What follows belongs to an exercise in optimizing a design on an open flow for small area, a short achievable clock period and few clock cycles per item; a production flow would make more cautious choices.
RTL that was checked went through simulation tests only; none was proved equivalent to the original.
Only the layout flow was run in runs 4 to 6; the RTL was not checked for function there.
Power figures rest on the tool's default switching activity, not on a simulated workload.

## flow/flow/run.sh

```bash
#!/bin/bash
# Layout flow: the standard flow, except that synthesis maps the logic
# with an area-oriented ABC script (flow/abc_area.script) in place of ORFS's
# delay-oriented one. Everything else in synthesis (register mapping,
# flattening, renaming) is the standard synthesis script, unchanged.
set -euo pipefail
work=$(pwd)
rm -rf "$work/scripts_abc"
cp -r "$FLOW_HOME/scripts" "$work/scripts_abc"
cp "$work/flow/abc_area.script" "$work/scripts_abc/abc_speed.script"
bash standard.sh SCRIPTS_DIR="$work/scripts_abc" synth > "$work/synth.log" 2>&1
bash standard.sh > "$work/layout.log" 2>&1
```

## flow/config.mk

```make
export PLATFORM = sky130hd
export DESIGN_NAME = median_filter_unit
export DESIGN_NICKNAME = median_filter_unit
export VERILOG_FILES = /design/flow/design.v
export SDC_FILE = /design/flow/constraint.sdc
export NUM_CORES = 4
export LEC_CHECK = 0
export CAP_MARGIN = 20
export CELL_PAD_IN_SITES_DETAIL_PLACEMENT = 1
export CELL_PAD_IN_SITES_GLOBAL_PLACEMENT = 2
export CORE_MARGIN = 2
export CORE_UTILIZATION = 30
export GPL_TIMING_DRIVEN = 0
export PLACE_DENSITY = 0.45
export SETUP_SLACK_MARGIN = 1.5
export SLEW_MARGIN = 20
```

## flow/design.v

```verilog
module pixel_mem (
    input  wire         clk,
    input  wire         we,
    input  wire [7:0]   waddr,
    input  wire [7:0]   wdata,
    input  wire [255:0] tag,
    input  wire [7:0]   base0,       
    input  wire [7:0]   base1,
    input  wire [7:0]   base2,
    input  wire [7:0]   base0n,      
    input  wire [7:0]   base1n,
    input  wire [7:0]   base2n,
    output wire [23:0]  row0,
    output wire [23:0]  row1,
    output wire [23:0]  row2,
    output wire [2:0]   tag1
);
    reg [7:0] mem0 [0:63];
    reg [7:0] mem1 [0:63];
    reg [7:0] mem2 [0:63];
    reg [7:0] mem3 [0:63];
    always @(posedge clk) begin
        if (we) begin
            case (waddr[1:0])
                2'd0: mem0[waddr[7:2]] <= wdata;
                2'd1: mem1[waddr[7:2]] <= wdata;
                2'd2: mem2[waddr[7:2]] <= wdata;
                default: mem3[waddr[7:2]] <= wdata;
            endcase
        end
    end
    function [8:0] bank_read;
        input [575:0] m;
        input [5:0]   idx;
        reg   [7:0]   hi, lo;
        reg   [8:0]   grp;
        integer e, k;
        begin
            hi = 8'd1 << idx[5:3];
            lo = 8'd1 << idx[2:0];
            bank_read = 9'd0;
            for (k = 0; k < 8; k = k + 1) begin
                grp = 9'd0;
                for (e = 0; e < 8; e = e + 1)
                    grp = grp | ({9{lo[e]}} & m[9*(8*k+e) +: 9]);
                bank_read = bank_read | ({9{hi[k]}} & grp);
            end
        end
    endfunction
    function [26:0] rotate3;
        input [1:0] s;
        input [8:0] d0, d1, d2, d3;
        begin
            case (s)
                2'd0: rotate3 = {d2, d1, d0};
                2'd1: rotate3 = {d3, d2, d1};
                2'd2: rotate3 = {d0, d3, d2};
                default: rotate3 = {d1, d0, d3};
            endcase
        end
    endfunction
    wire [575:0] m0, m1, m2, m3;
    genvar g;
    generate
        for (g = 0; g < 64; g = g + 1) begin : flat
            assign m0[9*g +: 9] = {tag[4*g+0], mem0[g]};
            assign m1[9*g +: 9] = {tag[4*g+1], mem1[g]};
            assign m2[9*g +: 9] = {tag[4*g+2], mem2[g]};
            assign m3[9*g +: 9] = {tag[4*g+3], mem3[g]};
        end
    endgenerate
    wire [5:0] e0 = base0[7:2], e0n = base0n[7:2];
    wire [5:0] e1 = base1[7:2], e1n = base1n[7:2];
    wire [5:0] e2 = base2[7:2], e2n = base2n[7:2];
    wire [26:0] r0 = rotate3(base0[1:0],
                             bank_read(m0, (base0[1:0] > 2'd0) ? e0n : e0),
                             bank_read(m1, (base0[1:0] > 2'd1) ? e0n : e0),
                             bank_read(m2, (base0[1:0] > 2'd2) ? e0n : e0),
                             bank_read(m3, e0));
    wire [26:0] r1 = rotate3(base1[1:0],
                             bank_read(m0, (base1[1:0] > 2'd0) ? e1n : e1),
                             bank_read(m1, (base1[1:0] > 2'd1) ? e1n : e1),
                             bank_read(m2, (base1[1:0] > 2'd2) ? e1n : e1),
                             bank_read(m3, e1));
    wire [26:0] r2 = rotate3(base2[1:0],
                             bank_read(m0, (base2[1:0] > 2'd0) ? e2n : e2),
                             bank_read(m1, (base2[1:0] > 2'd1) ? e2n : e2),
                             bank_read(m2, (base2[1:0] > 2'd2) ? e2n : e2),
                             bank_read(m3, e2));
    assign row0 = {r0[25:18], r0[16:9], r0[7:0]};
    assign row1 = {r1[25:18], r1[16:9], r1[7:0]};
    assign row2 = {r2[25:18], r2[16:9], r2[7:0]};
    assign tag1 = {r1[26], r1[17], r1[8]};
endmodule
module median9 (
    input  wire [71:0] v_i,
    output wire [7:0]  med_o
);
    function le8;
        input [7:0] x, y;
        reg   [7:0] g, e;
        reg   [3:0] g1, e1;
        reg   [1:0] g2, e2;
        integer n;
        begin
            g = x & ~y;
            e = ~(x ^ y);
            for (n = 0; n < 4; n = n + 1) begin
                g1[n] = g[2*n+1] | (e[2*n+1] & g[2*n]);
                e1[n] = e[2*n+1] & e[2*n];
            end
            for (n = 0; n < 2; n = n + 1) begin
                g2[n] = g1[2*n+1] | (e1[2*n+1] & g1[2*n]);
                e2[n] = e1[2*n+1] & e1[2*n];
            end
            le8 = ~(g2[1] | (e2[1] & g2[0]));
        end
    endfunction
    function [4:0] count4;
        input [3:0] b;
        begin
            count4[0] = ~b[0] & ~b[1] & ~b[2] & ~b[3];
            count4[4] =  b[0] &  b[1] &  b[2] &  b[3];
            count4[1] = (b[0] ^ b[1]) & ~(b[2] | b[3]) | (b[2] ^ b[3]) & ~(b[0] | b[1]);
            count4[3] = (b[0] ^ b[1]) &  (b[2] & b[3]) | (b[2] ^ b[3]) &  (b[0] & b[1]);
            count4[2] = ~count4[0] & ~count4[1] & ~count4[3] & ~count4[4];
        end
    endfunction
    wire [7:0] v [0:8];
    genvar g;
    generate
        for (g = 0; g < 9; g = g + 1) begin : unpack
            assign v[g] = v_i[8*g +: 8];
        end
    endgenerate
    reg [80:0] le;
    reg [7:0]  prior [0:8];
    reg [4:0]  lo, hi;
    reg [8:0]  sel;
    reg [7:0]  med;
    integer i, j, n;
    always @(*) begin
        le = 81'd0;
        for (i = 0; i < 9; i = i + 1)
            for (j = i + 1; j < 9; j = j + 1)
                le[i*9+j] = le8(v[i], v[j]);
        for (i = 0; i < 9; i = i + 1) begin
            n = 0;
            prior[i] = 8'd0;
            for (j = 0; j < 9; j = j + 1) begin
                if (j < i) begin prior[i][n] = le[j*9+i];  n = n + 1; end
                if (j > i) begin prior[i][n] = ~le[i*9+j]; n = n + 1; end
            end
            lo = count4(prior[i][3:0]);
            hi = count4(prior[i][7:4]);
            sel[i] = (lo[0] & hi[4]) | (lo[1] & hi[3]) | (lo[2] & hi[2]) |
                     (lo[3] & hi[1]) | (lo[4] & hi[0]);
        end
        med = 8'd0;
        for (i = 0; i < 9; i = i + 1)
            med = med | ({8{sel[i]}} & v[i]);
    end
    assign med_o = med;
endmodule
`timescale 1ns / 1ps
module median_filter_unit(
    input  wire                                             CLK,
    input  wire                                             RST,
    input  wire  [32-1:0]                        dina_i,
    input  wire  [2 + 8-1:0]       addra_i,
    input  wire                                             wea_i,
    input  wire                                             ena_i,
    output wire  [32-1:0]                        douta_o
);
    wire [1:0] mode_w = addra_i[9:8];
    wire [7:0] addr_w = addra_i[7:0];
    wire       wr_w   = ena_i & wea_i;
    reg        start_r;
    reg [8:0]  width_r;
    reg [8:0]  height_r;
    always @(posedge CLK or negedge RST) begin
        if (!RST)
            start_r <= 1'b0;
        else if (wr_w && mode_w == 2'd1)
            start_r <= dina_i[0];
    end
    always @(posedge CLK) begin
        if (wr_w && mode_w == 2'd2) width_r  <= dina_i[8:0];
        if (wr_w && mode_w == 2'd3) height_r <= dina_i[8:0];
    end
    reg [7:0] wm1_r;     
    reg [7:0] topn_r;    
    reg [7:0] botn_r;    
    reg [7:0] last_r;    
    always @(posedge CLK) begin
        wm1_r  <= width_r[7:0] - 8'd1;
        topn_r <= 8'd3 - width_r[7:0];
        botn_r <= width_r[7:0] + 8'd3;
        last_r <= (height_r[7:0] - 8'd1) * width_r[7:0];
    end
    function [7:0] add8;
        input [7:0] x, y;
        reg   [7:0] g, p, gg, pp, g2, p2;
        integer n, step;
        begin
            g = x & y;
            p = x ^ y;
            gg = g;
            pp = p;
            for (step = 1; step < 8; step = step * 2) begin
                g2 = gg;
                p2 = pp;
                for (n = step; n < 8; n = n + 1) begin
                    g2[n] = gg[n] | (pp[n] & gg[n-step]);
                    p2[n] = pp[n] & pp[n-step];
                end
                gg = g2;
                pp = p2;
            end
            add8 = p ^ {gg[6:0], 1'b0};
        end
    endfunction
    function lt8;
        input [7:0] x, y;
        reg   [7:0] l, e;
        reg   [3:0] l1, e1;
        reg   [1:0] l2, e2;
        integer n;
        begin
            l = ~x & y;
            e = ~(x ^ y);
            for (n = 0; n < 4; n = n + 1) begin
                l1[n] = l[2*n+1] | (e[2*n+1] & l[2*n]);
                e1[n] = e[2*n+1] & e[2*n];
            end
            for (n = 0; n < 2; n = n + 1) begin
                l2[n] = l1[2*n+1] | (e1[2*n+1] & l1[2*n]);
                e2[n] = e1[2*n+1] & e1[2*n];
            end
            lt8 = l2[1] | (e2[1] & l2[0]);
        end
    endfunction
    reg [255:0] col0_w;
    integer x, d;
    always @(*) begin
        for (x = 0; x < 256; x = x + 1) begin
            col0_w[x] = 1'b0;
            for (d = 1; d <= 256; d = d + 1)
                if (x % d == 0)
                    col0_w[x] = col0_w[x] | (width_r == d);
        end
    end
    wire [7:0]  base_top_w  = add8(addr_w, ~width_r[7:0]);    
    wire [7:0]  base_mid_w  = add8(addr_w, 8'hFF);            
    wire [7:0]  base_bot_w  = add8(addr_w, wm1_r);            
    wire [7:0]  base_topn_w = add8(addr_w, topn_r);
    wire [7:0]  base_midn_w = add8(addr_w, 8'd3);
    wire [7:0]  base_botn_w = add8(addr_w, botn_r);
    wire [23:0] row_top_w, row_mid_w, row_bot_w;
    wire [2:0]  col0_mid_w;
    pixel_mem pixel_mem_inst (
        .clk(CLK),
        .we(wr_w && mode_w == 2'd0),
        .waddr(addr_w),
        .wdata(dina_i[7:0]),
        .tag(col0_w),
        .base0(base_top_w),
        .base1(base_mid_w),
        .base2(base_bot_w),
        .base0n(base_topn_w),
        .base1n(base_midn_w),
        .base2n(base_botn_w),
        .row0(row_top_w),
        .row1(row_mid_w),
        .row2(row_bot_w),
        .tag1(col0_mid_w)
    );
    wire no_top_w   = width_r[8] | lt8(addr_w, width_r[7:0]);
    wire no_bot_w   = ~lt8(addr_w, last_r);
    wire no_left_w  = col0_mid_w[1];     
    wire no_right_w = col0_mid_w[2];     
    wire [23:0] mask_col_w = {{8{~no_right_w}}, 8'hFF, {8{~no_left_w}}};
    reg [71:0] window_r;
    always @(posedge CLK) begin
        window_r <= {row_bot_w & mask_col_w & {24{~no_bot_w}},
                     row_mid_w & mask_col_w,
                     row_top_w & mask_col_w & {24{~no_top_w}}};
    end
    wire [7:0] median_w;
    median9 median9_inst (
        .v_i(window_r),
        .med_o(median_w)
    );
    assign douta_o = (mode_w == 2'd1) ? {31'd0, start_r} : {24'd0, median_w};
endmodule
```

## flow/flow/abc_area.script

```
strash
&get -n
&fraig -x
&put
scorr
dc2
strash
&get -n
&dch -f
&nf
&put
```

## flow/standard.sh

```bash
#!/bin/bash
# synth_recipe.tcl (not shown) runs the flow's synth.tcl, then flattens the netlist and writes it again
# the make line also repeats each setting of config.mk as NAME=value (left out here)
make -C /OpenROAD-flow-scripts/flow DESIGN_CONFIG=/design/flow/config.mk WORK_HOME=/design/flow/orfs CLKGATE_MAP_FILE= SYNTH_SCRIPT=/design/flow/synth_recipe.tcl "${@:-finish}"
```

## flow/constraint.sdc

```tcl
create_clock -name core_clock -period 8.0 [get_ports {CLK}]
set_input_delay 1.6000 -clock core_clock [delete_from_list [all_inputs] [get_ports {CLK}]]
set_output_delay 1.6000 -clock core_clock [all_outputs]
set_load 0.01 [all_outputs]
```

==> metrics.yaml, run 1 <==
status: "no timing/DRC/antenna violations"
finalSetupTns_ps: 0
ctsHoldBuffers: 0
drt_iter0_drc: 26200
maxSlewViolCount: 0
root_buffer: "clkbuf_16"
slew_headroom: 0.149
row_count: 226
track_usage: 0.384
hp-class: "register to register"
pwr-share-comb: 0.440
peakVddDrop_v: 0.000360
numPortBuffers: 30
cts_buffer_depth: 4
final_cells: 15800
synth_seq_cells: 2167
p_seq_frac: 0.284
overflow: 0
dr.pass1.iters: 14
antenna_found_initial: 62
grt_max_degree: 99
rsz0062_at_grt: "true"
grt_pass1_wl_um: 1030000
cts_max_level: 5
vias: 116000
fin_crit_ps: 7080
worstPathRequired_ps: 6400
switchingPower_mw: 18.6
cp.arrival_ps: 5480
yosysWarnings: 4
critPathMaxFanout: 7
drive_gt1_frac: 0.221
die_y_um: 621
synth_cells: 9148
cts.sinks: 2167
area_growth_pct: 30.6
power.density_nw_per_um2: 304
synth_edf_count: 2065
die_w_um: 621
start_kind: "register"
fmax_ghz: 0.141
final_antenna_net_count: 0
ys_seq_area_frac: 0.561
gp_congestion: 0.940
drt_wl_total_um: 774000
power_mw: 45.3
placed_cells: 15100
p_clk_frac: 0.276
dp_hpwl_um: 566000
synth_cell_types: 72
syn_avg_cell_area_um2: 12.5
io-pin-count: 78
die_area_um2: 386000
setup_ws_ps: 925
crit_path_frequent_cell: "o21a_1"
tritoncts: "done"
fin_hold_ws_ps: 520
hold_violations: 0
p_leak_nw: 48.1
vias_per_cell: 7.31
clock_skew_ps: 59.9
cts_buffers: 270
final_nets: 11000
criticalPathCategory: "register to output pin"
setup_violations: 0
ys.flop_type: "edfxtp_1"
cts.clk_slew.worst_paths_ps: 70
cap_violations: 0
core-area_um2: 379000
p_int_mw: 26.6
syn_area_um2: 114000
ys_async_sr_fraction: 0.000461
cpMaxStageDelayCell: "or4_1"
clk_latency_ps: 960
post-route-period-util: 0.884
place_ws_ps: -2720
routedWlPerCell_um: 48.8
crit_path_end_kind: "output pin"
first_global_vias: 111000
initial_core_util: 0.301
drc: 0
tightest_slew_ps: 1260
path_cells: "buf_4 > ha_1 > and3b_1 > o21a_1 > o21a_1 > o21a_1 > o21a_1 > o211ai_1 > nand2_2 > ha_1 > a22oi_2 > nand4_1 > a31o_1 > or4_1 > nand3_4 > buf_4 > a222oi_1 > a21boi_1 > a31oi_2 > buf_2"
p_sw_frac: 0.412
slowest_delay_ps: 450
==> final timing paths <==
| path | cells after the start | to | start | slack [ps] |
|---|---|---|---|---|
| max | 20 | douta_o[2] | window_r[25] | 920 |
| min | 2 | start_r | start_r | 520 |
| max reg2reg | 17 | window_r[21] | width_r[3] | 1350 |
| min reg2reg | 2 | start_r | start_r | 520 |
| max in group asynchronous | 1 | start_r | RST | 7060 |
| min in group asynchronous | 1 | start_r | RST | 830 |
==> worst max-delay path, delay by kind of cell, from the launching register on <==
kind            cells  cell delay [ps]
buf+inv             3              490
flops               1              380
fa+ha+maj           2              650
compound gates     10             1880
simple gates        5             1130
==> sequential cells by signal, indices dropped and copies added, names as in the netlist, 8 cells and up <==
name                 flops
width_r                  9
height_r                 8
last_r                   8
botn_r                   8
pixel_mem_inst.mem1    512
pixel_mem_inst.mem2    512
pixel_mem_inst.mem0    512
pixel_mem_inst.mem3    512
window_r                72
==> through the flow <==
step | cell area [µm²] | util
after global routing | 149000 | 0.393
after global placement | 122000 | 0.323
after detailed placement | 136000 | 0.359
final | 149000 | 0.394
after CTS | 147000 | 0.389
after floorplan | 116000 | -
==> metal layers <==
metal	part of all wire	vias to the layer above	track usage
met5	0.00026	-	0
met4	0.067	30	0.212
met3	0.11	1781	0.0924
met2	0.43	9099	0.584
met1	0.39	60000	0.501
li1	-	44800	-
==> synth_stat cells, types with 56 or more instances <==
cell type / count / area (µm²)
a2111oi_0: 56 / 490
a211oi_1: 64 / 480
a21o_1: 59 / 443
a21oi_1: 248 / 1240
a221oi_1: 272 / 2380
a222oi_1: 1397 / 14000
a22o_1: 62 / 543
a22oi_1: 743 / 5580
a31oi_1: 229 / 1430
and3_1: 95 / 594
clkinv_1: 175 / 657
dfxtp_1: 101 / 2020
edfxtp_1: 2065 / 62000
ha_1: 397 / 4970
nand2_1: 569 / 2140
nand3_1: 461 / 2310
nand4_1: 75 / 469
nor2_1: 562 / 2110
nor3_1: 304 / 1520
nor4_1: 135 / 845
o21a_1: 91 / 683
o21ai_0: 198 / 991
o22ai_1: 136 / 851
xnor2_1: 66 / 578
==> repair_timing <==
| action | CTS | global route |
|---|---|---|
| setup buffers | 114 | 77 |
| hold endpoints to repair | 0 | 0 |
| endpoints found under the setup margin | 80 | 61 |
| pin swaps | 90 | 106 |
| resized for setup | 420 | 183 |
| cloned | 5 | 2 |
==> cells in the final DEF (no fill, tap or decap), types with 30 or more instances in the layout <==
master     netlist  final
nand3_1        461    443
a22oi_1        743    722
nor3_1         304    236
dfxtp_1        101     75
nor4_1         135     64
o21a_1          91     83
clkbuf_16        0    271
o31ai_1         35     35
a21o_1          59     58
clkbuf_1         0     44
buf_16           0    104
buf_8            0    236
a211oi_1        64     57
a221oi_2         0     31
o22ai_1        136    133
a22o_1          62     62
nand2b_1        31     30
clkinv_1       175    170
buf_12           0     70
nor4_4           0     38
nand4_1         75     75
buf_4           24    374
nor3_4           0     39
clkinv_2         0     62
a21oi_1        248    213
buf_6            0    340
a221oi_1       272    230
nand2_2          0     71
nor2_1         562    387
a31oi_1        229    215
nand2_1        569    491
a222oi_1      1397   1397
ha_1           397    369
o21ai_0        198    170
edfxtp_1      2065   2065
xnor2_1         66     39
and3_1          95     91
nor2_2           0    159
nor4_2           0     33
==> power by group through the flow <==
stage	clock [mW]	sequential (mW)	combinational [mW]
6_report	12.5	12.9	19.9
5_1_grt	13.0	12.9	20.4
4_1_cts	12.6	12.9	18.5
3_5_place_dp	0	13.1	17.0
3_3_place_gp	0	13.2	15.2
2_1_floorplan	0	12.9	7.53
==> area by class of cell <==
| type | count | area (µm²) |
|---|---|---|
| inverter | 175 | 808 |
| tap | 5016 | 6280 |
| antenna | 29 | 72.6 |
| multi-input combinational | 6812 | 54500 |
| timing repair buffer | 1134 | 14500 |
| buffer | 24 | 180 |
| clock buffer | 321 | 7030 |
| fill | 39200 | 230000 |
| sequential | 2167 | 64100 |
| clock inverter | 160 | 1650 |
==> kinds of logic (layout without fill, tap and decap cells) <==
group	count (synthesis)	after routing	synth area share
simple gates	2446	2453	0.103
flops	2167	2167	0.561
compound gates	3798	3798	0.273
xor+xnor	83	83	0.00636
mux	43	43	0.00383
other cells	1	53	0.0000328
buf+inv	199	1814	0.00733
fa+ha+maj	411	411	0.0459
Testbench counts, summed over its fixed seeds: cycles 48, pixels 6,138.
==> run 2: changes to the inputs <==
--- a/flow/config.mk
+++ b/flow/config.mk
@@ -9,8 +9,8 @@
 export CELL_PAD_IN_SITES_DETAIL_PLACEMENT = 1
 export CELL_PAD_IN_SITES_GLOBAL_PLACEMENT = 2
 export CORE_MARGIN = 2
-export CORE_UTILIZATION = 30
+export CORE_UTILIZATION = 35
 export GPL_TIMING_DRIVEN = 0
-export PLACE_DENSITY = 0.45
+export PLACE_DENSITY = 0.5
 export SETUP_SLACK_MARGIN = 1.5
 export SLEW_MARGIN = 20
==> metrics.yaml, run 2 <==
area_growth_pct: 28.9
track_usage: 0.428  # +0.0440
overflow: 0  # unchanged
synth_cell_types: 72  # unchanged
die_y_um: 575  # -7.4%
reg2reg_slack_ps: 1520  # +170 ps
synth_edf_count: 2065  # unchanged
die_w_um: 575  # -7.4%
tritoncts: "done"
maxSlewViolCount: 0  # unchanged
grt_pass1_wl_um: 991000  # -4.0%
r2r-start: "width_r[1]"
row_count: 209  # -7.5%
p_sw_frac: 0.403  # -0.00840
dp_hpwl_um: 531000  # -6.3%
final_common_cell: "edfxtp_1"
min_from: "start_r"
status: "no timing/DRC/antenna violations"
drt_iter0_drc: 29900  # +14%
synth_top_area_cell: "edfxtp_1"
switchingPower_mw: 18.3  # -1.7%
fmax_ghz: 0.143  # +1.1%
cts_buffers: 270  # unchanged
p_leak_nw: 47.6  # -1.0%
first_global_vias: 111000  # -0.17%
setup_ws_ps: 1000  # +75.1 ps
layout_common_cells: "2065 x edfxtp_1, 1397 x a222oi_1, 722 x a22oi_1"
synth_seq_cells: 2167  # unchanged
core-area_um2: 325000  # -14%
cp.arrival_ps: 5400  # -80 ps
drt_wl_total_um: 737000  # -4.7%
fillers: 32900  # -16%
startpoint: "window_r[65]"
gp_congestion: 0.958  # +1.9%
power.density_nw_per_um2: 308  # +1.6%
cts.sinks: 2167  # unchanged
finalSetupTns_ps: 0  # unchanged
drc: 0  # unchanged
die_area_um2: 331000  # -14%
initial_core_util: 0.352  # +0.0505
tightest_slew_ps: 1420  # +152 ps
synth_top_area_share: 0.543  # unchanged
cts_buffer_depth: 4  # unchanged
final_nets: 11000  # -0.48%
yosys-top-cells-area: "edfxtp_1 54%, a222oi_1 12%, a22oi_1 4.9%"
yosysMostFrequentCell: "edfxtp_1"
place_ws_ps: -2530  # +186 ps
fin_hold_ws_ps: 628  # +108 ps
p_seq_frac: 0.284  # about the same
routedWlPerCell_um: 48.7  # -0.34%
drive_gt1_frac: 0.210  # -0.0107
ys_seq_area_frac: 0.561  # unchanged
root_buffer: "clkbuf_16"
post-route-period-util: 0.875  # -0.00939
vias_per_cell: 7.77  # +6.4%
antenna_found_initial: 81  # +31%
numPortBuffers: 30  # unchanged
p_clk_frac: 0.276  # about the same
clk_latency_ps: 970  # about the same
grt_max_degree: 106  # +7.1%
io-pin-count: 78  # unchanged
ys.flop_type: "edfxtp_1"
power_mw: 45.4  # +0.34%
yosysWarnings: 4  # unchanged
vias: 118000  # +1.7%
fin_crit_ps: 7000  # -75.1 ps
crit_path_end_kind: "output pin"
cap_violations: 0  # unchanged
synth_cells: 9148  # unchanged
peakVddDrop_v: 0.000294  # -18%
p_int_mw: 27.1  # +1.8%
slew_headroom: 0.0531  # -0.0960
critPathMaxFanout: 8  # +1
pwr-share-comb: 0.440  # about the same
hp-class: "register to register"
cts_max_level: 5  # unchanged
worstPathRequired_ps: 6400  # about the same
hold_violations: 0  # unchanged
rsz0062_at_grt: "true"
criticalPathCategory: "register to output pin"
start_kind: "register"
dr.pass1.iters: 15  # +1
syn_avg_cell_area_um2: 12.5  # unchanged
final_antenna_net_count: 0  # unchanged
setup_violations: 0  # unchanged
syn_area_um2: 114000  # unchanged
ys_async_sr_fraction: 0.000461  # unchanged
synth.cells.most_frequent: "2065 x edfxtp_1, 1397 x a222oi_1, 743 x a22oi_1"
clock_skew_ps: 49.4  # -10.5 ps
cts.clk_slew.worst_paths_ps: 60  # about the same
final_core_util: 0.454  # +0.0601
==> run 2: cell counts after synthesis <==
No cell type changed its count.
==> run 2: worst paths after layout <==
path / endpoint / depth (start not counted)
worst min-delay path: start_r / 2
worst min register to register: start_r / 2
worst max register to register: window_r[17] / 16
max in group asynchronous: start_r / 1
worst max-delay path: douta_o[7] / 22
min in group asynchronous: start_r / 1
==> run 2: layout make-up <==
type                       count  area [µm²]  area share
tap                         4325        5410      0.0368
timing repair buffer        1084       13500      0.0916
sequential                  2167       64100       0.436
antenna                       76         190     0.00129
buffer                        24         180     0.00122
inverter                     175         800     0.00543
clock buffer                 338        7310      0.0497
clock inverter               147        1460     0.00988
multi-input combinational   6809       54300       0.369
==> run 2: layer usage <==
metal	GRT usage	vias up	share of wire
met1	0.563	60200	0.38
li1	-	44800	-
met3	0.136	1968	0.14
met4	0.233	60	0.066
met2	0.624	10700	0.42
met5	0	-	0.00080
==> run 2: cells by family after synthesis <==
group | count (synthesis) | share of synthesized area
AND/OR/NAND/NOR | 2446 | 0.103
other | 1 | 0.0000328
XOR/XNOR | 83 | 0.00636
buffers and inverters | 199 | 0.00733
AO/OA/AOI/OAI | 3798 | 0.273
flip-flops | 2167 | 0.561
multiplexers | 43 | 0.00383
adder cells (fa/ha/maj) | 411 | 0.0459
==> run 2: what timing repair did <==
action,4_1_cts,5_1_grt
pin swaps,114,62
resized for setup,453,121
hold buffers,0,0
buffers inserted,135,53
setup endpoints to repair,80,79
gates cloned,3,1
==> run 2: critical path: stages, from the launching register on <==
cell and delay (ps):
dfxtp_4 390, clkinv_8 80, buf_4 130, ha_1 270
and3b_1 160, o21a_1 170, o21a_1 170, o21a_1 170
o21ai_2 120, a21oi_1 80, a211o_2 380, buf_4 170
ha_4 210, a22o_1 260, nor4_2 270, nand3_1 100
or3_1 320, nand4_1 120, buf_12 140, buf_6 110
a222oi_1 100, a31oi_2 310, buf_2 200
==> run 2: metrics by stage <==
stage               cells  instance area, µm²
floorplan            9171              116000
global placement    13500              121000
detailed placement  14400              134000
CTS                 15000              146000
global route        15100              147000
finish              15100              147000
==> run 2: power groups by stage <==
stage | Sequential (mW) | Combinational [mW] | Clock, mW
2_1_floorplan | 12.9 | 7.53 | 0
3_3_place_gp | 13.3 | 14.7 | 0
3_5_place_dp | 13.1 | 16.5 | 0
4_1_cts | 12.9 | 18.5 | 12.5
5_1_grt | 12.9 | 20.4 | 12.9
6_report | 12.9 | 20.0 | 12.5
==> run 3: changes to the inputs <==
--- a/flow/config.mk
+++ b/flow/config.mk
@@ -6,11 +6,10 @@
 export NUM_CORES = 4
 export LEC_CHECK = 0
 export CAP_MARGIN = 20
-export CELL_PAD_IN_SITES_DETAIL_PLACEMENT = 1
-export CELL_PAD_IN_SITES_GLOBAL_PLACEMENT = 2
 export CORE_MARGIN = 2
-export CORE_UTILIZATION = 35
+export CORE_UTILIZATION = 40
 export GPL_TIMING_DRIVEN = 0
+export MIN_ROUTING_LAYER = met2
 export PLACE_DENSITY = 0.5
 export SETUP_SLACK_MARGIN = 1.5
 export SLEW_MARGIN = 20
==> metrics.yaml, run 3 <==
synth_compound_area_frac: 0.273  # unchanged
yosysWarnings: 4  # unchanged
numPortBuffers: 30  # unchanged
cts.sinks: 2167  # unchanged
cts_buffer_depth: 4  # unchanged
io-pin-count: 78  # unchanged
ys_async_sr_fraction: 0.000461  # unchanged
synth_seq_cells: 2167  # unchanged
syn_area_um2: 114000  # unchanged
synth-simple-area-share: 0.103  # unchanged
muxShareOfSynthArea: 0.00383  # unchanged
dp_hpwl_um: 501000  # -5.6%
stop_stage: "5_1_grt"
place_ws_ps: -3040  # -506 ps
root_buffer: "clkbuf_16"
synth_cell_types: 72  # unchanged
cts_buffers: 235  # -13%
die_w_um: 538  # -6.4%
gp_congestion: 1.20  # +25%
synthXorXnorAreaFrac: 0.00636  # unchanged
ctsHoldBuffers: 0  # unchanged
initial_core_util: 0.401  # +0.0492
grt_pass1_wl_um: 1060000
first_global_vias: 173000
first-error: "[ERROR GRT-0116] Global routing finished with congestion. Check the congestion regions in the DRC Viewer."
syn_avg_cell_area_um2: 12.5  # unchanged
synth_edf_count: 2065  # unchanged
synth_fa_ha_area_frac: 0.0459  # unchanged
die_y_um: 538  # -6.4%
yosys-top-cells-area: "edfxtp_1 54%, a222oi_1 12%, a22oi_1 4.9%"
track_usage: 0.770
placed_cells: 13800  # -4.3%
synth_top_area_share: 0.543  # unchanged
synth_top_area_cell: "edfxtp_1"
status: "stopped before the end"
synth_top_family_by_area: "compound AO/OA/AOI/OAI gates"
ys.flop_type: "edfxtp_1"
overflow: 90
ys_seq_area_frac: 0.561  # unchanged
synth_cells: 9148  # unchanged
cts_max_level: 4  # -1
yosysMostFrequentCell: "edfxtp_1"
grt_max_degree: 113
row_count: 196  # -6.2%
synth.cells.most_frequent: "2065 x edfxtp_1, 1397 x a222oi_1, 743 x a22oi_1"
-- run 3: per-stage QoR --
| stage | total power [mW] | cell area [µm²] |
|---|---|---|
| floorplan | 20.4 | 116000 |
| global placement | 27.6 | 121000 |
| detailed placement | 29.0 | 133000 |
| CTS | 41.6 | 143000 |
-- run 3: cell families after synthesis --
| group | Yosys count |
|---|---|
| AOI/OAI and AO/OA | 3798 |
| xor gates and xnor gates | 83 |
| other | 1 |
| DFF | 2167 |
| and+or+nand+nor | 2446 |
| muxes | 43 |
| buffers and inverters | 199 |
| adders and majority gates | 411 |
-- run 3: timing repair --
item                                   4_1_cts
endpoints found under the hold margin        0
setup endpoints to repair                  196
gates cloned                                 6
resized for setup                          430
setup buffers                              136
pin swaps                                  113
-- run 3: per-layer routing --
layer / track usage / overflow
met5: 0.641 / 10
met4: 0.590 / 9
met3: 0.859 / 69
met2: 0.797 / 2
met1: - / -
-- run 3: worst max path at each step --
stage	from	depth (start not counted)	end
after CTS	window_r[57]	20	douta_o[3]
after detailed placement	addra_i[1]	15	window_r[7]
after global placement	addra_i[2]	13	window_r[51]
after floorplan	addra_i[0]	15	window_r[54]
-- run 3: power by group through the flow --
stage	registers, mW	clock network (mW)	logic [mW]
after floorplan	12.9	0	7.53
after global placement	13.2	0	14.3
after detailed placement	13.1	0	15.9
after CTS	12.9	11.0	17.7
==> run 4: changes to the inputs <==
--- a/flow/design.v
+++ b/flow/design.v
@@ -32,19 +32,11 @@
     function [8:0] bank_read;
         input [575:0] m;
         input [5:0]   idx;
-        reg   [7:0]   hi, lo;
-        reg   [8:0]   grp;
-        integer e, k;
-        begin
-            hi = 8'd1 << idx[5:3];
-            lo = 8'd1 << idx[2:0];
+        integer e;
+        begin
             bank_read = 9'd0;
-            for (k = 0; k < 8; k = k + 1) begin
-                grp = 9'd0;
-                for (e = 0; e < 8; e = e + 1)
-                    grp = grp | ({9{lo[e]}} & m[9*(8*k+e) +: 9]);
-                bank_read = bank_read | ({9{hi[k]}} & grp);
-            end
+            for (e = 0; e < 64; e = e + 1)
+                bank_read = bank_read | ({9{idx == e}} & m[9*e +: 9]);
         end
     endfunction
     function [26:0] rotate3;
==> flow/run.sh (new file) <==
#!/bin/bash
# synth_recipe.tcl (not shown) runs the flow's synth.tcl, then flattens the netlist and writes it again
# the make line also repeats each setting of config.mk as NAME=value (left out here)
make -C /OpenROAD-flow-scripts/flow DESIGN_CONFIG=/design/flow/config.mk WORK_HOME=/design/flow/orfs CLKGATE_MAP_FILE= SYNTH_SCRIPT=/design/flow/synth_recipe.tcl finish
--- a/flow/config.mk
+++ b/flow/config.mk
@@ -7,9 +7,7 @@
 export LEC_CHECK = 0
 export CAP_MARGIN = 20
 export CORE_MARGIN = 2
-export CORE_UTILIZATION = 40
+export CORE_UTILIZATION = 30
 export GPL_TIMING_DRIVEN = 0
-export MIN_ROUTING_LAYER = met2
-export PLACE_DENSITY = 0.5
 export SETUP_SLACK_MARGIN = 1.5
 export SLEW_MARGIN = 20
removed: flow/flow/run.sh
removed: flow/flow/abc_area.script
removed: flow/standard.sh
==> metrics.yaml, run 4 <==
cts_buffer_depth: 4  # unchanged
numPortBuffers: 29  # -3.3%
die_y_um: 678  # +26%
synth_cell_types: 124  # +72%
track_usage: 0.761
synth_top_area_share: 0.455  # -0.0883
yosysMostFrequentCell: "edfxtp_1"
synth_seq_cells: 2167  # unchanged
synth_top_area_cell: "edfxtp_1"
grt_max_degree: 109
row_count: 247  # +26%
cts.sinks: 2167  # unchanged
gp_congestion: 1.31  # +9.6%
stop_stage: "5_1_grt"
ys_async_sr_fraction: 0.000461  # unchanged
synth_cells: 13400  # +46%
synth.cells.most_frequent: "2065 x edfxtp_1, 1163 x a22oi_1, 1019 x nand2_1"
cts_max_level: 5  # +1
overflow: 4
status: "stopped before the end"
syn_avg_cell_area_um2: 10.2  # -18%
placed_cells: 20500  # +49%
synth_edf_count: 2065  # unchanged
die_w_um: 678  # +26%
place_ws_ps: -4730  # -1700 ps
initial_core_util: 0.301  # -0.0999
dp_hpwl_um: 1310000  # +160%
ys_seq_area_frac: 0.470  # -0.0912
root_buffer: "clkbuf_16"
yosys-top-cells-area: "edfxtp_1 45%, a22oi_1 6.4%, ha_1 3.6%"
dpl_cell_area_um2: 169000  # +27%
cts_buffers: 284  # +21%
syn_area_um2: 136000  # +19%
ys.flop_type: "edfxtp_1"
first-error: "[ERROR GRT-0232] Routing congestion too high. Check the congestion heatmap in the GUI."
io-pin-count: 78  # unchanged
yosysWarnings: 4  # unchanged
## run 4: timing repair
item	CTS
resized for setup	954
gates cloned	0
pin swaps	77
buffers inserted	137
hold buffers	0
endpoints found under the setup margin	336
## run 4: per-layer routing
layer,GRT usage,overflow
met1,0.780,1
met3,0.695,2
met4,0.693,0
met5,0.565,0
met2,0.840,1
## run 4: how the worst min path moves through the flow
| stage | end | slack, ps | depth (start not counted) |
|---|---|---|---|
| 2_1_floorplan | topn_r[2] | 430 | 0 |
| 3_3_place_gp | start_r | 610 | 1 |
| 3_5_place_dp | start_r | 620 | 1 |
| 4_1_cts | start_r | 640 | 1 |
## run 4: logic make-up after synthesis
group,share of synthesized area
AOI/OAI and AO/OA,0.275
and+or+nand+nor,0.159
DFF,0.470
buffers and inverters,0.0352
adders and majority gates,0.0385
muxes,0.0162
xor gates and xnor gates,0.00599
other,0.0000275
## run 4: power groups by stage
| stage | logic [mW] | registers [mW] | clock network, mW |
|---|---|---|---|
| 4_1_cts | 22.0 | 12.8 | 13.5 |
| 3_3_place_gp | 19.0 | 13.2 | 0 |
| 2_1_floorplan | 7.65 | 12.9 | 0 |
| 3_5_place_dp | 21.0 | 13.1 | 0 |
==> run 5: changes to the inputs <==
--- a/flow/config.mk
+++ b/flow/config.mk
@@ -7,7 +7,5 @@
 export LEC_CHECK = 0
 export CAP_MARGIN = 20
 export CORE_MARGIN = 2
-export CORE_UTILIZATION = 30
-export GPL_TIMING_DRIVEN = 0
-export SETUP_SLACK_MARGIN = 1.5
+export CORE_UTILIZATION = 40
 export SLEW_MARGIN = 20
==> metrics.yaml, run 5 <==
synth_top_area_cell: "edfxtp_1"
synth_top_area_share: 0.455  # unchanged
synth_edf_count: 2065  # unchanged
yosysWarnings: 4  # unchanged
cts_buffers: 267  # -6.0%
ctsHoldBuffers: 0  # unchanged
first-error: "[ERROR GRT-0116] Global routing finished with congestion. Check the congestion regions in the DRC Viewer."
root_buffer: "clkbuf_16"
cts-resized-gates: 0  # -100%
ys_seq_area_frac: 0.470  # unchanged
io-pin-count: 78  # unchanged
yosys-top-cells-area: "edfxtp_1 45%, a22oi_1 6.4%, ha_1 3.6%"
cts.sinks: 2167  # unchanged
status: "stopped before the end"
synth_cell_types: 124  # unchanged
place_ws_ps: -144  # +4590 ps
stop_stage: "5_1_grt"
ys.flop_type: "edfxtp_1"
die_y_um: 588  # -13%
cts_buffer_depth: 4  # unchanged
syn_area_um2: 136000  # unchanged
grt_pass1_wl_um: 1810000
dp_hpwl_um: 958000  # -27%
gp_congestion: 1.46  # +11%
row_count: 214  # -13%
grt_max_degree: 153
cts_max_level: 5  # unchanged
postCtsSetupBuffers: 0  # -100%
syn_avg_cell_area_um2: 10.2  # unchanged
ys_async_sr_fraction: 0.000461  # unchanged
overflow: 125
initial_core_util: 0.402  # +0.100
numPortBuffers: 30  # +3.4%
first_global_vias: 169000
synth.cells.most_frequent: "2065 x edfxtp_1, 1163 x a22oi_1, 1019 x nand2_1"
synth_cells: 13400  # unchanged
yosysMostFrequentCell: "edfxtp_1"
track_usage: 0.789
die_w_um: 588  # -13%
synth_seq_cells: 2167  # unchanged
-- run 5: cell counts after synthesis --
No cell type changed its count.
-- run 5: stage by stage --
step / hold WS, ps / setup TNS [ps] / area (µm²) / std cells
floorplan: 426 / 0 / 136000 / 13400
global placement: 495 / -1060 / 157000 / 18900
detailed placement: 501 / -784 / 158000 / 18900
CTS: 515 / 0 / 166000 / 19400
-- run 5: routing by layer --
| layer | GRT overflow | track usage |
|---|---|---|
| met2 | 64 | 0.878 |
| met5 | 0 | 0.515 |
| met4 | 53 | 0.702 |
| met3 | 6 | 0.709 |
| met1 | 2 | 0.823 |
-- run 5: worst min path at each step --
stage	to	slack, ps	from	cells past startpoint
after floorplan	topn_r[2]	430	width_r[2]	0
after global placement	start_r	490	start_r	1
after detailed placement	start_r	500	start_r	1
after CTS	start_r	510	start_r	1
-- run 5: cell families after synthesis --
family / after synthesis / synth area share
xor gates and xnor gates: 90 / 0.00599
DFF: 2167 / 0.470
and+or+nand+nor: 4345 / 0.159
muxes: 206 / 0.0162
other: 1 / 0.0000275
buffers and inverters: 1190 / 0.0352
AOI/OAI and AO/OA: 4979 / 0.275
adders and majority gates: 411 / 0.0385
-- run 5: power by group through the flow --
stage | Combinational [mW] | Sequential, mW | Clock [mW]
floorplan | 7.65 | 12.9 | 0
global placement | 18.0 | 13.0 | 0
detailed placement | 18.0 | 13.0 | 0
CTS | 18.0 | 12.8 | 12.3
==> run 6: changes to the inputs <==
--- a/flow/config.mk
+++ b/flow/config.mk
@@ -5,7 +5,9 @@
 export SDC_FILE = /design/flow/constraint.sdc
 export NUM_CORES = 4
 export LEC_CHECK = 0
+export ABC_CLOCK_PERIOD_IN_PS = 5000
 export CAP_MARGIN = 20
 export CORE_MARGIN = 2
 export CORE_UTILIZATION = 40
+export SETUP_SLACK_MARGIN = 2.0
 export SLEW_MARGIN = 20
==> metrics.yaml, run 6 <==
syn_area_um2: 136000  # unchanged
cts_buffers: 243  # -9.0%
die_w_um: 588  # unchanged
placed_cells: 19100  # +1.2%
overflow: 524
grt_max_degree: 134
yosysMostFrequentCell: "edfxtp_1"
gp_congestion: 1.45  # -0.52%
die_y_um: 588  # unchanged
cts.sinks: 2167  # unchanged
synth_top_area_share: 0.455  # unchanged
dp_hpwl_um: 974000  # +1.7%
cts_max_level: 4  # -1
synth_cells: 13400  # unchanged
grt_pass1_wl_um: 1830000
synth_edf_count: 2065  # unchanged
synth_cell_types: 124  # unchanged
root_buffer: "clkbuf_16"
ys_seq_area_frac: 0.470  # unchanged
yosysWarnings: 4  # unchanged
status: "stopped before the end"
stop_stage: "5_1_grt"
first-error: "[ERROR GRT-0116] Global routing finished with congestion. Check the congestion regions in the DRC Viewer."
initial_core_util: 0.402  # unchanged
numPortBuffers: 30  # unchanged
row_count: 214  # unchanged
first_global_vias: 173000
io-pin-count: 78  # unchanged
cts_buffer_depth: 4  # unchanged
track_usage: 0.794
ys.flop_type: "edfxtp_1"
yosys-top-cells-area: "edfxtp_1 45%, a22oi_1 6.4%, ha_1 3.6%"
synth_seq_cells: 2167  # unchanged
syn_avg_cell_area_um2: 10.2  # unchanged
ctsHoldBuffers: 0  # unchanged
synth_top_area_cell: "edfxtp_1"
ys_async_sr_fraction: 0.000461  # unchanged
synth.cells.most_frequent: "2065 x edfxtp_1, 1163 x a22oi_1, 1019 x nand2_1"
## run 6: through the flow
step | hold slack (ps) | worst slack, ps | instance area [µm²] | setup TNS, ps
after CTS | 637 | 1550 | 172000 | 0
after detailed placement | 623 | -319 | 160000 | -1780
after global placement | 620 | -401 | 160000 | -2450
after floorplan | 426 | 2010 | 137000 | 0
## run 6: power by group through the flow
| stage | clock, mW | sequential [mW] | combinational [mW] |
|---|---|---|---|
| 2_1_floorplan | 0 | 12.9 | 7.66 |
| 3_3_place_gp | 0 | 13.0 | 18.5 |
| 3_5_place_dp | 0 | 13.0 | 18.5 |
| 4_1_cts | 11.8 | 12.8 | 19.7 |
## run 6: layer usage
metal,GRT overflow,track usage
met1,7,0.821
met3,28,0.702
met4,225,0.720
met5,3,0.533
met2,261,0.891
## run 6: logic make-up after synthesis
logic type / after synthesis / share of synthesized area
compound gates: 4979 / 0.275
xor+xnor: 90 / 0.00599
fa+ha+maj: 411 / 0.0385
buf+inv: 1190 / 0.0352
flops: 2167 / 0.470
mux: 206 / 0.0162
other cells: 1 / 0.0000275
simple gates: 4345 / 0.159
## run 6: worst min path at each step
stage	endpoint	cells after the start
after detailed placement	start_r	1
after floorplan	topn_r[2]	0
after global placement	start_r	1
after CTS	start_r	1
## run 6: timing repair
item | CTS
gates resized for setup | 547
setup buffers | 95
setup endpoints to repair | 80
pin swaps | 109
cloned | 6
==> run 7: changes to the inputs <==
--- a/flow/design.v
+++ b/flow/design.v
@@ -32,11 +32,19 @@
     function [8:0] bank_read;
         input [575:0] m;
         input [5:0]   idx;
-        integer e;
-        begin
+        reg   [7:0]   hi, lo;
+        reg   [8:0]   grp;
+        integer e, k;
+        begin
+            hi = 8'd1 << idx[5:3];
+            lo = 8'd1 << idx[2:0];
             bank_read = 9'd0;
-            for (e = 0; e < 64; e = e + 1)
-                bank_read = bank_read | ({9{idx == e}} & m[9*e +: 9]);
+            for (k = 0; k < 8; k = k + 1) begin
+                grp = 9'd0;
+                for (e = 0; e < 8; e = e + 1)
+                    grp = grp | ({9{lo[e]}} & m[9*(8*k+e) +: 9]);
+                bank_read = bank_read | ({9{hi[k]}} & grp);
+            end
         end
     endfunction
     function [26:0] rotate3;
==> flow/flow/run.sh (new file) <==
#!/bin/bash
# Layout flow: the standard flow, except for how synthesis maps the logic.
# The median module (median9, combinational only) is kept apart until the end of
# synthesis and mapped with ORFS's own delay-oriented ABC script; the rest of the
# design is mapped with an area-oriented ABC script (flow/abc_area.script).
# Everything else in synthesis (register mapping, flattening, renaming) is the
# standard synthesis script, unchanged, so the registers are the standard ones.
set -euo pipefail
work=$(pwd)
rm -rf "$work/scripts_abc"
cp -r "$FLOW_HOME/scripts" "$work/scripts_abc"
cp "$FLOW_HOME/scripts/abc_speed.script" "$work/scripts_abc/abc_fast.script"
cp "$work/flow/abc_area.script" "$work/scripts_abc/abc_speed.script"
sed -i 's|^  log_cmd abc {\*}\$abc_args$|  set fast_args [lreplace $abc_args 1 1 $::env(SCRIPTS_DIR)/abc_fast.script]\n  log_cmd abc {*}$fast_args median9\n  log_cmd abc {*}$abc_args median_filter_unit|' "$work/scripts_abc/synth.tcl"
grep -q 'abc_fast.script' "$work/scripts_abc/synth.tcl"
bash standard.sh SCRIPTS_DIR="$work/scripts_abc" SYNTH_KEEP_MODULES=median9 synth > "$work/synth.log" 2>&1
bash standard.sh > "$work/layout.log" 2>&1
==> flow/flow/abc_area.script (new file) <==
strash
&get -n
&fraig -x
&put
scorr
dc2
strash
&get -n
&dch -f
&nf
&put
==> flow/standard.sh (new file) <==
#!/bin/bash
# synth_recipe.tcl (not shown) runs the flow's synth.tcl, then flattens the netlist and writes it again
# the make line also repeats each setting of config.mk as NAME=value (left out here)
make -C /OpenROAD-flow-scripts/flow DESIGN_CONFIG=/design/flow/config.mk WORK_HOME=/design/flow/orfs CLKGATE_MAP_FILE= SYNTH_SCRIPT=/design/flow/synth_recipe.tcl "${@:-finish}"
--- a/flow/config.mk
+++ b/flow/config.mk
@@ -5,9 +5,12 @@
 export SDC_FILE = /design/flow/constraint.sdc
 export NUM_CORES = 4
 export LEC_CHECK = 0
-export ABC_CLOCK_PERIOD_IN_PS = 5000
 export CAP_MARGIN = 20
+export CELL_PAD_IN_SITES_DETAIL_PLACEMENT = 1
+export CELL_PAD_IN_SITES_GLOBAL_PLACEMENT = 2
 export CORE_MARGIN = 2
-export CORE_UTILIZATION = 40
+export CORE_UTILIZATION = 30
+export GPL_TIMING_DRIVEN = 0
+export PLACE_DENSITY = 0.45
 export SETUP_SLACK_MARGIN = 2.0
 export SLEW_MARGIN = 20
removed: flow/run.sh
==> metrics.yaml, run 7 <==
synth_cell_types: 102  # -18%
path_cells: "inv_1 > ha_1 > nand4_1 > a211oi_1 > or3_1 > buf_6 > inv_1 > ha_1 > o21a_1 > nor3_1 > and4_1 > or4_4 > and2_4 > a2111o_1 > mux2_4 > buf_6"
io-pin-count: 78  # unchanged
maxSlewViolCount: 0
status: "no timing/DRC/antenna violations"
slowest_delay_ps: 710
criticalPathCategory: "register to output pin"
syn_avg_cell_area_um2: 12.4  # +22%
yosys-top-cells-area: "edfxtp_1 54%, a222oi_1 11%, a22oi_1 4.9%"
final_nets: 11300
peakVddDrop_v: 0.000318
synth_top_area_cell: "edfxtp_1"
final_antenna_net_count: 0
die_area_um2: 388000
first_global_vias: 113000
grt_max_degree: 102
drive_gt1_frac: 0.241
ys_seq_area_frac: 0.558  # +0.0884
crit_path_end_kind: "output pin"
rsz0062_at_grt: "true"
layout_common_cells: "2065 x edfxtp_1, 1306 x a222oi_1, 730 x a22oi_1"
wl_met1_um: 309000
power.density_nw_per_um2: 302
cap_violations: 0
die_w_um: 623  # +5.9%
root_buffer: "clkbuf_16"
drt_wl_total_um: 799000
worstPathRequired_ps: 6400
routedWlPerCell_um: 49.6
vias_per_cell: 7.36
clk_latency_ps: 990
tightest_slew_ps: 1360
cp.arrival_ps: 5480
setup_ws_ps: 923
gp_congestion: 0.939  # -35%
cts.clk_slew.worst_paths_ps: 60
row_count: 227  # +6.1%
slew_headroom: 0.0929
routed-wl-met3_um: 98200
reg2reg_slack_ps: 2040
synth_edf_count: 2065  # unchanged
finalSetupTns_ps: 0
overflow: 0
syn_area_um2: 115000  # -16%
antenna_found_initial: 46
grt_pass1_wl_um: 1060000
cts_buffers: 276  # +14%
initial_core_util: 0.301  # -0.101
top_layer: "met5"
numPortBuffers: 30  # unchanged
setup_violations: 0
ys_async_sr_fraction: 0.000461  # unchanged
synth.cells.most_frequent: "2065 x edfxtp_1, 1306 x a222oi_1, 744 x a22oi_1"
dp_hpwl_um: 573000  # -41%
fmax_ghz: 0.141
yosysWarnings: 4  # unchanged
tritoncts: "done"
p_leak_nw: 49.6
synth_cells: 9247  # -31%
synth_top_area_share: 0.540  # +0.0856
vias: 118000
cpMaxStageDelayCell: "dfxtp_1"
hold_violations: 0
drt_iter0_drc: 28200
cts.sinks: 2167  # unchanged
fin_crit_ps: 7080
die_y_um: 623  # +5.9%
area_growth_pct: 32.5
post-route-period-util: 0.885
clock_skew_ps: 74.8
synth_seq_cells: 2167  # unchanged
cts_buffer_depth: 4  # unchanged
track_usage: 0.395
routed-wl-met2_um: 338000
yosysMostFrequentCell: "edfxtp_1"
final_common_cell: "edfxtp_1"
dr.pass1.iters: 17
core-area_um2: 382000
place_ws_ps: -2680  # -2360 ps
cts_max_level: 5  # +1
ctsHoldBuffers: 0  # unchanged
critPathMaxFanout: 7
drc: 0
ys.flop_type: "edfxtp_1"
hp-class: "register to register"
start_kind: "register"
-- run 7: changes by cell type after synthesis, moves of 309 or more --
cell	delta
a21oi_1	-327
clkbuf_1	-683
a22o_1	-312
nand2_1	-381
a22oi_1	-419
nand3_1	-309
a222oi_1	+1040
-- run 7: Yosys stat by module (local to each module, per instance) --
| module | cell area, µm² | copies in the design | flops+latches | cells inside |
|---|---|---|---|---|
| median_filter_unit | 107000 | 1 | 2167 | 8285 |
| median9 | 7980 | 1 | 0 | 962 |
-- run 7: path summary, 6_finish.rpt --
| check | startpoint | end | cells past startpoint |
|---|---|---|---|
| worst max-delay path | window_r[38] | douta_o[0] | 16 |
| worst min-delay path | start_r | start_r | 1 |
| worst max register to register | width_r[2] | window_r[22] | 17 |
| worst min register to register | start_r | start_r | 1 |
| max in group asynchronous | RST | start_r | 1 |
| min in group asynchronous | RST | start_r | 1 |
-- run 7: cell families after synthesis --
logic type	after synthesis	synth area share
AND/OR/NAND/NOR	2500	0.106
buffers and inverters	207	0.00773
multiplexers	46	0.00408
AO/OA/AOI/OAI	3834	0.273
other	1	0.0000327
flip-flops	2167	0.558
XOR/XNOR	88	0.00671
adder cells (fa/ha/maj)	404	0.0450
-- run 7: final cells by class --
class | count | area, µm²
Timing Repair Buffer | 1269 | 15700
Antenna cell | 18 | 45.0
Tap cell | 5038 | 6300
Sequential cell | 2167 | 64100
Buffer | 31 | 228
Multi-Input combinational cell | 6913 | 56000
Inverter | 176 | 786
Clock inverter | 156 | 1760
Clock buffer | 331 | 7190
Fill cell | 39500 | 230000
-- run 7: power by group --
part / internal [mW] / switching, mW
combinational: 7.09 / 13.2
sequential: 12.6 / 0.344
clock: 7.29 / 5.46
-- run 7: what timing repair did --
item / 4_1_cts / 5_1_grt
gates resized for setup: 569 / 254
cloned: 16 / 6
buffers inserted: 252 / 145
hold endpoints to repair: 0 / 0
endpoints found under the setup margin: 184 / 79
pin swaps: 139 / 136
-- run 7: stage by stage --
stage               area, µm²  hold WS, ps  std cells  utilization  power [mW]
CTS                    149000          512      15900        0.391        44.7
finish                 152000          517      16100        0.398        45.9
detailed placement     136000          485      15200        0.356        30.5
global placement       123000          486      14300        0.322        28.9
floorplan              116000          450       9270            -        20.8
global route           152000          544      16100        0.398        46.9
-- run 7: critical path, delay by kind of cell, from the launching register on --
family | cells | cell delay [ps]
multiplexers | 1 | 320
flip-flops | 1 | 710
adder cells (fa/ha/maj) | 2 | 570
AND/OR/NAND/NOR | 6 | 1580
AO/OA/AOI/OAI | 3 | 610
buffers and inverters | 4 | 750
-- run 7: layer usage --
| layer | vias up | GRT usage |
|---|---|---|
| met5 | - | 0 |
| met4 | 22 | 0.206 |
| met3 | 1946 | 0.110 |
| met2 | 9666 | 0.590 |
| met1 | 61400 | 0.518 |
| li1 | 45400 | - |
Testbench counts of run 7, summed over its fixed seeds: cycles 48, pixels 6,138.

## re-timing with driven ports
No port has a modelled driver above. Below, the same layouts with a new extraction and two added sets of constraints.
Step 1 (the two cells are an assumption about what drives the block):
set clk [get_ports {CLK}]
set_driving_cell -lib_cell sky130_fd_sc_hd__clkbuf_16 $clk
set_driving_cell -lib_cell sky130_fd_sc_hd__buf_2 [delete_from_list [all_inputs] $clk]
Step 2 times the ports against the registers' clock, not the clock port: input delays grow and output delays shrink by t, the midpoint of the rising clock arrivals with the driver on.
a / b / c = ideal / step 1 / step 2; a / b = the first two.
run | shift t [ns] | slack for setup (ns) | slew at the worst register clock pin (ns) | worst slew at a driven data input, ns
run 1 | 1.043 | 0.925 / 0.815 / 0.106 | 0.07 / 0.07 | 0.26
run 2 | 1.056 | 1.000 / 0.881 / 0.217 | 0.07 / 0.07 | 0.27
run 7 | 1.052 | 0.923 / 0.810 / 0.625 | 0.07 / 0.07 | 0.38
After both steps every run listed still meets setup and hold. For run 1, which loses most, drivers alone change the setup slack by -0.110 ns; drivers and shift together by -0.819 ns.
